Source: an optimization exercise on an open RTL-to-GDS flow (aim: small area, a short achievable clock period and few clock cycles). Production flows keep margins and buffers that such runs may drop. The RTL was checked by simulation tests, not by an equivalence proof against the original design. Power and IR drop assume default switching activity.

==> inputs of v11 <==
==> flow/design.v <==
function tp_(input [1:0] t); tp_ = t[0] & !t[1]; endfunction
function tn_(input [1:0] t); tn_ = t[1]; endfunction
function tz_(input [1:0] t); tz_ = !t[0]; endfunction
function [3:0] tfa(input [1:0] a, input [1:0] b, input cp, input ge);
	reg w2, w1, w0, wm1, wm2, c1, c0, cm, sp, sn, cpo, geo;
	begin
		w2 = tp_(a) & tp_(b);
		wm2 = tn_(a) & tn_(b);
		w1 = (tp_(a) & tz_(b)) | (tz_(a) & tp_(b));
		wm1 = (tn_(a) & tz_(b)) | (tz_(a) & tn_(b));
		w0 = !(w2 | wm2 | w1 | wm1);
		c1 = cp;
		c0 = ge & !cp;
		cm = !ge;
		sp = (w1 & c0) | (w0 & c1) | (w2 & cm) | (wm2 & c0) | (wm1 & cm);
		sn = (wm1 & c0) | (w0 & cm) | (wm2 & c1) | (w2 & c0) | (w1 & c1);
		cpo = (w2 & ge) | (w1 & cp);
		geo = !((wm2 & !cp) | (wm1 & !ge));
		tfa = {cpo, geo, sn, sp | sn};
	end
endfunction
`timescale 1ps / 1ps
`default_nettype none
module trisign #(parameter N = 9) (
	input wire [N-1:0] p,
	input wire [N-1:0] n,
	output wire pos,
	output wire neg
);
generate
	if (N == 1) begin : leaf
		assign pos = p[0];
		assign neg = n[0];
	end else begin : node
		localparam NL = N / 2;
		wire lp, ln, hp, hn;
		trisign #(.N(NL)) lo(.p(p[NL-1:0]), .n(n[NL-1:0]), .pos(lp), .neg(ln));
		trisign #(.N(N-NL)) hi(.p(p[N-1:NL]), .n(n[N-1:NL]), .pos(hp), .neg(hn));
		assign pos = hp | (!hn & lp);
		assign neg = hn | (!hp & ln);
	end
endgenerate
endmodule
`timescale 1ps / 1ps
`default_nettype none
module trimuldiv (
	input wire clk,
	input wire rst,
	input wire mul_start,
	input wire div_start,
	input wire [17:0] lhs,
	input wire [17:0] rhs,
	output wire mul_done,
	output wire [17:0] mul_res,
	output wire signed [1:0] mul_sf,
	output wire div_done,
	output wire div_by0,
	output wire [17:0] div_quo,
	output wire signed [1:0] div_quo_sf,
	output wire [17:0] div_rem,
	output wire signed [1:0] div_rem_sf
);
function tp_(input [1:0] t); tp_ = t[0] & !t[1]; endfunction
function tn_(input [1:0] t); tn_ = t[1]; endfunction
function tz_(input [1:0] t); tz_ = !t[0]; endfunction
function [3:0] tfa(input [1:0] a, input [1:0] b, input cp, input ge);
	reg w2, w1, w0, wm1, wm2, c1, c0, cm, sp, sn, cpo, geo;
	begin
		w2 = tp_(a) & tp_(b);
		wm2 = tn_(a) & tn_(b);
		w1 = (tp_(a) & tz_(b)) | (tz_(a) & tp_(b));
		wm1 = (tn_(a) & tz_(b)) | (tz_(a) & tn_(b));
		w0 = !(w2 | wm2 | w1 | wm1);
		c1 = cp;
		c0 = ge & !cp;
		cm = !ge;
		sp = (w1 & c0) | (w0 & c1) | (w2 & cm) | (wm2 & c0) | (wm1 & cm);
		sn = (wm1 & c0) | (w0 & cm) | (wm2 & c1) | (w2 & c0) | (w1 & c1);
		cpo = (w2 & ge) | (w1 & cp);
		geo = !((wm2 & !cp) | (wm1 & !ge));
		tfa = {cpo, geo, sn, sp | sn};
	end
endfunction
integer i;
reg [17:0] R;
reg [17:0] Q;
reg [17:0] D;
reg [3:0] cnt;
reg busy;
reg isdiv;
reg dm, dd;
reg dz;		 
reg dneg;	 
reg [1:0] S;	 
reg ng;		 
reg [1:0] QS;	 
reg [1:0] MS;	 
wire [1:0] qtop = Q[17:16];
wire tp = isdiv & tp_(qtop);
wire tn = isdiv & tn_(qtop);
wire [17:0] R1 = {R[15:0], tn, tp | tn};
wire [17:0] Q1 = {Q[15:0], 2'b00};
wire s_pos = tp_(S);
wire s_neg = tn_(S);
reg [8:0] q1p, q1n;
always @* begin
	for (i = 0; i < 9; i = i + 1) begin
		q1p[i] = tp_(Q1[2*i+:2]);
		q1n[i] = tn_(Q1[2*i+:2]);
	end
end
wire d_neg = dneg;
wire d_pos = !dneg & !dz;
wire q1_pos, q1_neg;
trisign sgn_q1(.p(q1p), .n(q1n), .pos(q1_pos), .neg(q1_neg));
reg [17:0] N;
always @* begin
	for (i = 0; i < 9; i = i + 1)
		N[2*i+:2] = {D[2*i+1] ^ (ng & D[2*i]), D[2*i]};
end
reg [17:0] L;
reg cp, ge;
reg [3:0] fa;
always @* begin
	cp = 0;
	ge = 1;
	for (i = 0; i < 9; i = i + 1) begin
		fa = tfa(R1[2*i+:2], N[2*i+:2], cp, ge);
		L[2*i+:2] = fa[1:0];
		cp = fa[3];
		ge = fa[2];
	end
end
reg [8:0] lp, ln, wp, wn;
always @* begin
	for (i = 0; i < 9; i = i + 1) begin
		lp[i] = tp_(L[2*i+:2]);
		ln[i] = tn_(L[2*i+:2]);
		wp[i] = (tp_(R1[2*i+:2]) & !ln[i]) | (lp[i] & !tn_(R1[2*i+:2]));
		wn[i] = (tn_(R1[2*i+:2]) & !lp[i]) | (ln[i] & !tp_(R1[2*i+:2]));
	end
end
wire l_pos, l_neg, w_pos, w_neg;
trisign sgn_l(.p(lp), .n(ln), .pos(l_pos), .neg(l_neg));
trisign sgn_w(.p(wp), .n(wn), .pos(w_pos), .neg(w_neg));
wire w_zero = !w_pos && !w_neg;
wire choose_div = (w_pos && s_pos) || (w_neg && s_neg)
	|| (w_zero && ((q1_pos && s_pos) || (q1_neg && s_neg)));
wire choose = isdiv ? choose_div : qtop[0];
wire qt_nz = isdiv && choose_div;
wire [1:0] qtrit = {qt_nz & !ng, qt_nz};
wire [17:0] R_next = choose ? L : R1;
wire [17:0] Q_next = {Q[15:0], qtrit};
wire skip = !S[0] && !Q[16] && !Q[14] && cnt != 0;
wire last = cnt == 0 || (skip && cnt == 1);
wire [1:0] t_next = skip ? Q[13:12] : Q[15:14];
wire tx = isdiv && !last;
wire txp = tx & tp_(t_next);
wire txn = tx & tn_(t_next);
wire sa_pos = l_pos | (!l_neg & txp);	 
wire sa_neg = l_neg | (!l_pos & txn);
wire sb_pos = s_pos | (!s_neg & txp);	 
wire sb_neg = s_neg | (!s_pos & txn);
wire sn_pos = choose ? sa_pos : sb_pos;
wire sn_neg = choose ? sa_neg : sb_neg;
wire ng_a = sa_pos ^ d_neg;
wire ng_b = sb_pos ^ d_neg;
wire ng_next = isdiv ? (choose_div ? ng_a : ng_b) : t_next[1];
reg [8:0] rp_in, rn_in;
always @* begin
	for (i = 0; i < 9; i = i + 1) begin
		rp_in[i] = tp_(rhs[2*i+:2]);
		rn_in[i] = tn_(rhs[2*i+:2]);
	end
end
wire rhs_pos, rhs_neg;
trisign sgn_rhs(.p(rp_in), .n(rn_in), .pos(rhs_pos), .neg(rhs_neg));
wire ng_start = lhs[17] ^ (div_start & !rhs_neg);
wire start = mul_start | div_start;
always @(posedge clk) begin
	if (busy) begin
		R <= R_next;
		Q <= skip ? {Q[13:0], 4'b0} : Q_next;
		S <= {sn_neg, sn_pos | sn_neg};
		ng <= ng_next;
		if (!QS[0])
			QS <= qtrit;
		if (!MS[0])
			MS <= {(tp_(qtop) & d_neg) | (tn_(qtop) & d_pos),
				(tp_(qtop) & d_pos) | (tn_(qtop) & d_neg) | (tp_(qtop) & d_neg) | (tn_(qtop) & d_pos)};
		cnt <= cnt - (skip ? 4'd2 : 4'd1);
	end else begin
		R <= 0;
		Q <= lhs;
		D <= rhs;
		dz <= !rhs_pos & !rhs_neg;
		dneg <= rhs_neg;
		S <= div_start ? lhs[17:16] : 2'b00;
		ng <= ng_start;
		QS <= 0;
		MS <= 0;
		isdiv <= div_start;
		cnt <= 8;
	end
	if (rst) begin
		busy <= 0;
		dm <= 0;
		dd <= 0;
	end else begin
		busy <= busy ? !last : start;
		dm <= busy && last && !isdiv;
		dd <= busy && last && isdiv;
	end
end
assign mul_done = dm;
assign mul_res = R;
assign mul_sf = MS;
assign div_done = dd;
assign div_by0 = dz;
assign div_quo = Q;
assign div_rem = R;
assign div_quo_sf = QS;
assign div_rem_sf = S;
endmodule
==> flow/flow/run.sh <==
#!/bin/bash
# Standard layout, but with a small buffer cell on every port.
set -euo pipefail
export BUFFER_PORTS_ARGS="-buffer_cell sky130_fd_sc_hd__buf_1"
bash standard.sh > standard.log 2>&1
==> flow/standard.sh <==
#!/bin/bash
# synth_recipe.tcl (not shown) runs the flow's synth.tcl, then flattens the netlist and writes it again
# the make line also repeats each setting of config.mk as NAME=value (left out here)
make -C /OpenROAD-flow-scripts/flow DESIGN_CONFIG=/design/flow/config.mk WORK_HOME=/design/flow/orfs CLKGATE_MAP_FILE= SYNTH_SCRIPT=/design/flow/synth_recipe.tcl "${@:-finish}"
==> flow/config.mk <==
export PLATFORM = sky130hd
export DESIGN_NAME = trimuldiv
export DESIGN_NICKNAME = trimuldiv
export VERILOG_FILES = /design/flow/design.v
export SDC_FILE = /design/flow/constraint.sdc
export NUM_CORES = 4
export LEC_CHECK = 0
export ABC_AREA = 1
export CAP_MARGIN = 20
export CORE_MARGIN = 2
export CORE_UTILIZATION = 65
export SLEW_MARGIN = 20
==> flow/constraint.sdc <==
create_clock -name core_clock -period 17.0 [get_ports {clk}]
set_input_delay 3.4000 -clock core_clock [delete_from_list [all_inputs] [get_ports {clk}]]
set_output_delay 3.4000 -clock core_clock [all_outputs]
set_load 0.01 [all_outputs]
==> v24: changes against v11 <==
--- a/flow/design.v
+++ b/flow/design.v
@@ -152,10 +152,7 @@
 wire [17:0] R_next = choose ? L : R1;
 wire [17:0] Q_next = {Q[15:0], qtrit};
-wire skip = !S[0] && !Q[16] && !Q[14] && cnt != 0;
-wire last = cnt == 0 || (skip && cnt == 1);
-wire [1:0] t_next = skip ? Q[13:12] : Q[15:14];
-wire tx = isdiv && !last;
-wire txp = tx & tp_(t_next);
-wire txn = tx & tn_(t_next);
+wire tx = isdiv && cnt != 0;
+wire txp = tx & tp_(Q[15:14]);
+wire txn = tx & tn_(Q[15:14]);
 wire sa_pos = l_pos | (!l_neg & txp);	 
 wire sa_neg = l_neg | (!l_pos & txn);
@@ -166,5 +163,5 @@
 wire ng_a = sa_pos ^ d_neg;
 wire ng_b = sb_pos ^ d_neg;
-wire ng_next = isdiv ? (choose_div ? ng_a : ng_b) : t_next[1];
+wire ng_next = isdiv ? (choose_div ? ng_a : ng_b) : Q[15];
 reg [8:0] rp_in, rn_in;
 always @* begin
@@ -181,5 +178,5 @@
 	if (busy) begin
 		R <= R_next;
-		Q <= skip ? {Q[13:0], 4'b0} : Q_next;
+		Q <= Q_next;
 		S <= {sn_neg, sn_pos | sn_neg};
 		ng <= ng_next;
@@ -189,5 +186,5 @@
 			MS <= {(tp_(qtop) & d_neg) | (tn_(qtop) & d_pos),
 				(tp_(qtop) & d_pos) | (tn_(qtop) & d_neg) | (tp_(qtop) & d_neg) | (tn_(qtop) & d_pos)};
-		cnt <= cnt - (skip ? 4'd2 : 4'd1);
+		cnt <= cnt - 1;
 	end else begin
 		R <= 0;
@@ -196,5 +193,5 @@
 		dz <= !rhs_pos & !rhs_neg;
 		dneg <= rhs_neg;
-		S <= div_start ? lhs[17:16] : 2'b00;
+		S <= lhs[17:16];
 		ng <= ng_start;
 		QS <= 0;
@@ -208,7 +205,7 @@
 		dd <= 0;
 	end else begin
-		busy <= busy ? !last : start;
-		dm <= busy && last && !isdiv;
-		dd <= busy && last && isdiv;
+		busy <= busy ? (cnt != 0) : start;
+		dm <= busy && cnt == 0 && !isdiv;
+		dd <= busy && cnt == 0 && isdiv;
 	end
 end
==> flow/flow/run.sh (replaced) <==
#!/bin/bash
# Standard layout with a small buffer on every port; after floorplan every
# cell is downsized to its smallest variant, and the later timing repairs
# size the critical ones back up.
set -euo pipefail
HERE=$(pwd)
export BUFFER_PORTS_ARGS="-buffer_cell sky130_fd_sc_hd__buf_1"
export POST_FLOORPLAN_TCL=$HERE/flow/downsize.tcl
export SETUP_SLACK_MARGIN=${SETUP_SLACK_MARGIN:-0}
bash standard.sh > standard.log 2>&1
==> flow/flow/downsize.tcl (new file) <==
# Downsize every standard cell to the smallest cell of the same function.
proc my_downsize_all {} {
  set total 0
  set changed 0
  foreach inst [get_cells *] {
    set lc [get_lib_cells -of_objects $inst]
    if {$lc == "NULL" || $lc == ""} { continue }
    set name [get_name $lc]
    if {![regexp {^(sky130_fd_sc_hd__[a-z0-9]+)_([0-9]+)$} $name -> base drv]} { continue }
    set best $name
    set barea [get_property $lc area]
    foreach c [get_lib_cells */${base}_*] {
      set cn [get_name $c]
      if {![regexp "^${base}_\[0-9\]+\$" $cn]} { continue }
      if {[string match "*lpflow*" $cn] || [string match "*probe*" $cn]} { continue }
      set a [get_property $c area]
      if {$a < $barea} { set best $cn; set barea $a }
    }
    if {$best ne $name} {
      replace_cell $inst $best
      incr changed
    }
  }
  puts "my_downsize_all: replaced $changed cells"
}
my_downsize_all
CORE_UTILIZATION = 40   (was 65)
==> v30: changes against v11 <==
--- a/flow/design.v
+++ b/flow/design.v
@@ -91,5 +91,5 @@
 reg dm, dd;
 reg dz;		 
-reg dneg;	 
+reg first;	 
 reg [1:0] S;	 
 reg ng;		 
@@ -110,6 +110,13 @@
 	end
 end
-wire d_neg = dneg;
-wire d_pos = !dneg & !dz;
+reg [8:0] dp, dn;
+always @* begin
+	for (i = 0; i < 9; i = i + 1) begin
+		dp[i] = tp_(D[2*i+:2]);
+		dn[i] = tn_(D[2*i+:2]);
+	end
+end
+wire d_pos, d_neg;
+trisign sgn_d(.p(dp), .n(dn), .pos(d_pos), .neg(d_neg));
 wire q1_pos, q1_neg;
 trisign sgn_q1(.p(q1p), .n(q1n), .pos(q1_pos), .neg(q1_neg));
@@ -145,14 +152,39 @@
 trisign sgn_w(.p(wp), .n(wn), .pos(w_pos), .neg(w_neg));
 wire w_zero = !w_pos && !w_neg;
-wire choose_div = (w_pos && s_pos) || (w_neg && s_neg)
-	|| (w_zero && ((q1_pos && s_pos) || (q1_neg && s_neg)));
+wire c_pos = s_pos & !first;
+wire c_neg = s_neg & !first;
+wire choose_div = (w_pos && c_pos) || (w_neg && c_neg)
+	|| (w_zero && ((q1_pos && c_pos) || (q1_neg && c_neg)));
 wire choose = isdiv ? choose_div : qtop[0];
 wire qt_nz = isdiv && choose_div;
-wire [1:0] qtrit = {qt_nz & !ng, qt_nz};
-wire [17:0] R_next = choose ? L : R1;
-wire [17:0] Q_next = {Q[15:0], qtrit};
-wire skip = !S[0] && !Q[16] && !Q[14] && cnt != 0;
-wire last = cnt == 0 || (skip && cnt == 1);
-wire [1:0] t_next = skip ? Q[13:12] : Q[15:14];
+wire [1:0] qtrit_n = {qt_nz & !ng, qt_nz};
+wire fd = first & isdiv;
+wire ftp = tp_(qtop);
+wire ftn = tn_(qtop);
+wire d_hi0 = !(D[16] | D[14] | D[12] | D[10] | D[8] | D[6] | D[4]);
+wire d_is1 = d_hi0 & !D[2] & D[0];
+wire d_is2 = d_hi0 & D[2] & D[0] & (D[3] ^ D[1]);
+wire f_tie = (q1_pos & ftp) | (q1_neg & ftn);
+wire f_ch = (ftp | ftn) & (d_is1 | (d_is2 & f_tie));
+wire [1:0] f_r0 = f_ch ? (d_is2 ? {ftp, 1'b1} : 2'b00) : qtop;
+wire [1:0] f_qtrit = {f_ch & ((ftp & d_neg) | (ftn & d_pos)), f_ch};
+wire [1:0] qtrit = fd ? f_qtrit : qtrit_n;
+reg [9:0] dsuf;	 
+reg r_tiny;
+always @* begin
+	dsuf[9] = 0;
+	for (i = 8; i >= 0; i = i - 1)
+		dsuf[i] = dsuf[i+1] | D[2*i];
+	r_tiny = dsuf[4];
+	for (i = 0; i < 9; i = i + 1)
+		r_tiny = r_tiny & (!R[2*i] | (i + 5 <= 8 ? dsuf[(i + 5 <= 8) ? i + 5 : 9] : 1'b0));
+end
+wire skip3 = cnt > 1 && (isdiv ? r_tiny : (!Q[16] && !Q[14] && !Q[12]));
+wire last = cnt == 0 || (skip3 && cnt == 2);
+wire [1:0] t_next = skip3 ? Q[11:10] : Q[15:14];
+wire [17:0] R_sh3 = {R[11:0], isdiv ? Q[17:12] : 6'b0};
+wire [17:0] R_alt = skip3 ? R_sh3 : fd ? {16'b0, f_r0} : R1;
+wire [17:0] R_next = choose ? L : R_alt;
+wire [17:0] Q_next = skip3 ? {Q[11:0], 6'b0} : {Q[15:0], qtrit};
 wire tx = isdiv && !last;
 wire txp = tx & tp_(t_next);
@@ -162,24 +194,24 @@
 wire sb_pos = s_pos | (!s_neg & txp);	 
 wire sb_neg = s_neg | (!s_pos & txn);
-wire sn_pos = choose ? sa_pos : sb_pos;
-wire sn_neg = choose ? sa_neg : sb_neg;
+wire sf_pos = tp_(f_r0) | (!tn_(f_r0) & txp);	 
+wire sf_neg = tn_(f_r0) | (!tp_(f_r0) & txn);
+wire k1_pos = s_pos | (!s_neg & isdiv & tp_(Q[15:14]));
+wire k1_neg = s_neg | (!s_pos & isdiv & tn_(Q[15:14]));
+wire k_pos = k1_pos | (!k1_neg & isdiv & tp_(Q[13:12]));	 
+wire k_neg = k1_neg | (!k1_pos & isdiv & tn_(Q[13:12]));
+wire sk_pos = k_pos | (!k_neg & txp);	 
+wire sk_neg = k_neg | (!k_pos & txn);
+wire so_pos = skip3 ? sk_pos : fd ? sf_pos : sb_pos;
+wire so_neg = skip3 ? sk_neg : fd ? sf_neg : sb_neg;
+wire sn_pos = choose ? sa_pos : so_pos;
+wire sn_neg = choose ? sa_neg : so_neg;
 wire ng_a = sa_pos ^ d_neg;
-wire ng_b = sb_pos ^ d_neg;
-wire ng_next = isdiv ? (choose_div ? ng_a : ng_b) : t_next[1];
-reg [8:0] rp_in, rn_in;
-always @* begin
-	for (i = 0; i < 9; i = i + 1) begin
-		rp_in[i] = tp_(rhs[2*i+:2]);
-		rn_in[i] = tn_(rhs[2*i+:2]);
-	end
-end
-wire rhs_pos, rhs_neg;
-trisign sgn_rhs(.p(rp_in), .n(rn_in), .pos(rhs_pos), .neg(rhs_neg));
-wire ng_start = lhs[17] ^ (div_start & !rhs_neg);
+wire ng_o = so_pos ^ d_neg;
+wire ng_next = isdiv ? (choose_div ? ng_a : ng_o) : t_next[1];
 wire start = mul_start | div_start;
 always @(posedge clk) begin
 	if (busy) begin
 		R <= R_next;
-		Q <= skip ? {Q[13:0], 4'b0} : Q_next;
+		Q <= Q_next;
 		S <= {sn_neg, sn_pos | sn_neg};
 		ng <= ng_next;
@@ -189,13 +221,11 @@
 			MS <= {(tp_(qtop) & d_neg) | (tn_(qtop) & d_pos),
 				(tp_(qtop) & d_pos) | (tn_(qtop) & d_neg) | (tp_(qtop) & d_neg) | (tn_(qtop) & d_pos)};
-		cnt <= cnt - (skip ? 4'd2 : 4'd1);
+		cnt <= cnt - (skip3 ? 4'd3 : 4'd1);
 	end else begin
 		R <= 0;
 		Q <= lhs;
 		D <= rhs;
-		dz <= !rhs_pos & !rhs_neg;
-		dneg <= rhs_neg;
 		S <= div_start ? lhs[17:16] : 2'b00;
-		ng <= ng_start;
+		ng <= lhs[17];
 		QS <= 0;
 		MS <= 0;
@@ -203,4 +233,6 @@
 		cnt <= 8;
 	end
+	dz <= !d_pos & !d_neg;
+	first <= !busy;
 	if (rst) begin
 		busy <= 0;
==> flow/flow/run.sh (replaced) <==
#!/bin/bash
# Standard layout with a small buffer on every port; the timing repairs aim
# for extra setup slack on the worst paths; a smaller clock tree without
# dummy loads; after global placement, stronger output buffers and
# stronger flip-flops driving them.
set -euo pipefail
HERE=$(pwd)
export BUFFER_PORTS_ARGS="-buffer_cell sky130_fd_sc_hd__buf_1"
export SETUP_SLACK_MARGIN=12.75
export TNS_END_PERCENT=0
export CTS_ARGS="-sink_clustering_enable -repair_clock_nets -dont_use_dummy_load -sink_clustering_size 30 -buf_list sky130_fd_sc_hd__clkbuf_8"
export POST_GLOBAL_PLACE_TCL=$HERE/flow/upsize_out.tcl
bash standard.sh > standard.log 2>&1
==> flow/flow/upsize_out.tcl (new file) <==
# Output ports: a stronger port buffer, and a stronger flip-flop driving it.
proc my_upsize_outputs {} {
  set nb 0
  set nf 0
  set block [ord::get_db_block]
  foreach bt [$block getBTerms] {
    if {[$bt getIoType] != "OUTPUT"} { continue }
    set net [$bt getNet]
    foreach it [$net getITerms] {
      if {![$it isOutputSignal]} { continue }
      set inst [$it getInst]
      if {[[$inst getMaster] getName] == "sky130_fd_sc_hd__buf_1"} {
        replace_cell [get_cells [$inst getName]] sky130_fd_sc_hd__buf_2
        incr nb
      }
      foreach it2 [$inst getITerms] {
        if {![$it2 isInputSignal]} { continue }
        set n2 [$it2 getNet]
        if {$n2 == "NULL"} { continue }
        foreach it3 [$n2 getITerms] {
          if {![$it3 isOutputSignal]} { continue }
          set i3 [$it3 getInst]
          if {[regexp {^sky130_fd_sc_hd__dfxtp_1$} [[$i3 getMaster] getName]]} {
            replace_cell [get_cells [$i3 getName]] sky130_fd_sc_hd__dfxtp_4
            incr nf
          }
        }
      }
    }
  }
  puts "my_upsize_outputs: $nb buffers, $nf flip-flops"
}
my_upsize_outputs
==> results.txt <==
In v30 the non-clock buffer count is higher than in v11, by 19. Clock power, lowest first: v30, v11, v24. The highest critical path depth belongs to v24, the lowest to v30. The lowest cell area belongs to v24, the highest to v30.
Testbench counts of v11, summed over its fixed seeds: cycles 32,955.
Testbench counts of v24, summed over its fixed seeds: cycles 35,200.
Testbench counts of v30, summed over its fixed seeds: cycles 27,762.

==> afterwards: timing with drivers on the ports <==
The results above use ideal ports. As a check the final layouts listed here were re-extracted and re-timed, cells and wires unchanged. Step 1 sets driving cells, clkbuf_16 on the clock port and buf_2 on the other inputs (assumed; they add their load-dependent delay and slew). Step 2 adds t to the input delays and takes it off the output delays; t is the mean of the earliest and latest rising clock arrival at the registers after step 1. Input paths then give back, and output paths get back, about the clock's delay inside the block. Slacks: ideal / step 1 / step 2; pairs: ideal / step 1.
| run | shift t [ns] | setup WS [ns] | worst hold slack (ns) |
|---|---|---|---|
| v11 | 0.381 | 12.355 / 12.355 / 12.049 | 0.486 / 0.486 / 0.486 |
| v24 | 0.374 | 11.561 / 11.561 / 11.561 | 0.411 / 0.411 / 0.411 |
| v30 | 0.373 | 12.709 / 12.676 / 12.911 | 0.456 / 0.456 / 0.456 |
After both steps setup and hold are still met in every run listed. The setup slack of v11, which loses most, moves by 0.000 ns with the drivers and by -0.306 ns with both steps.
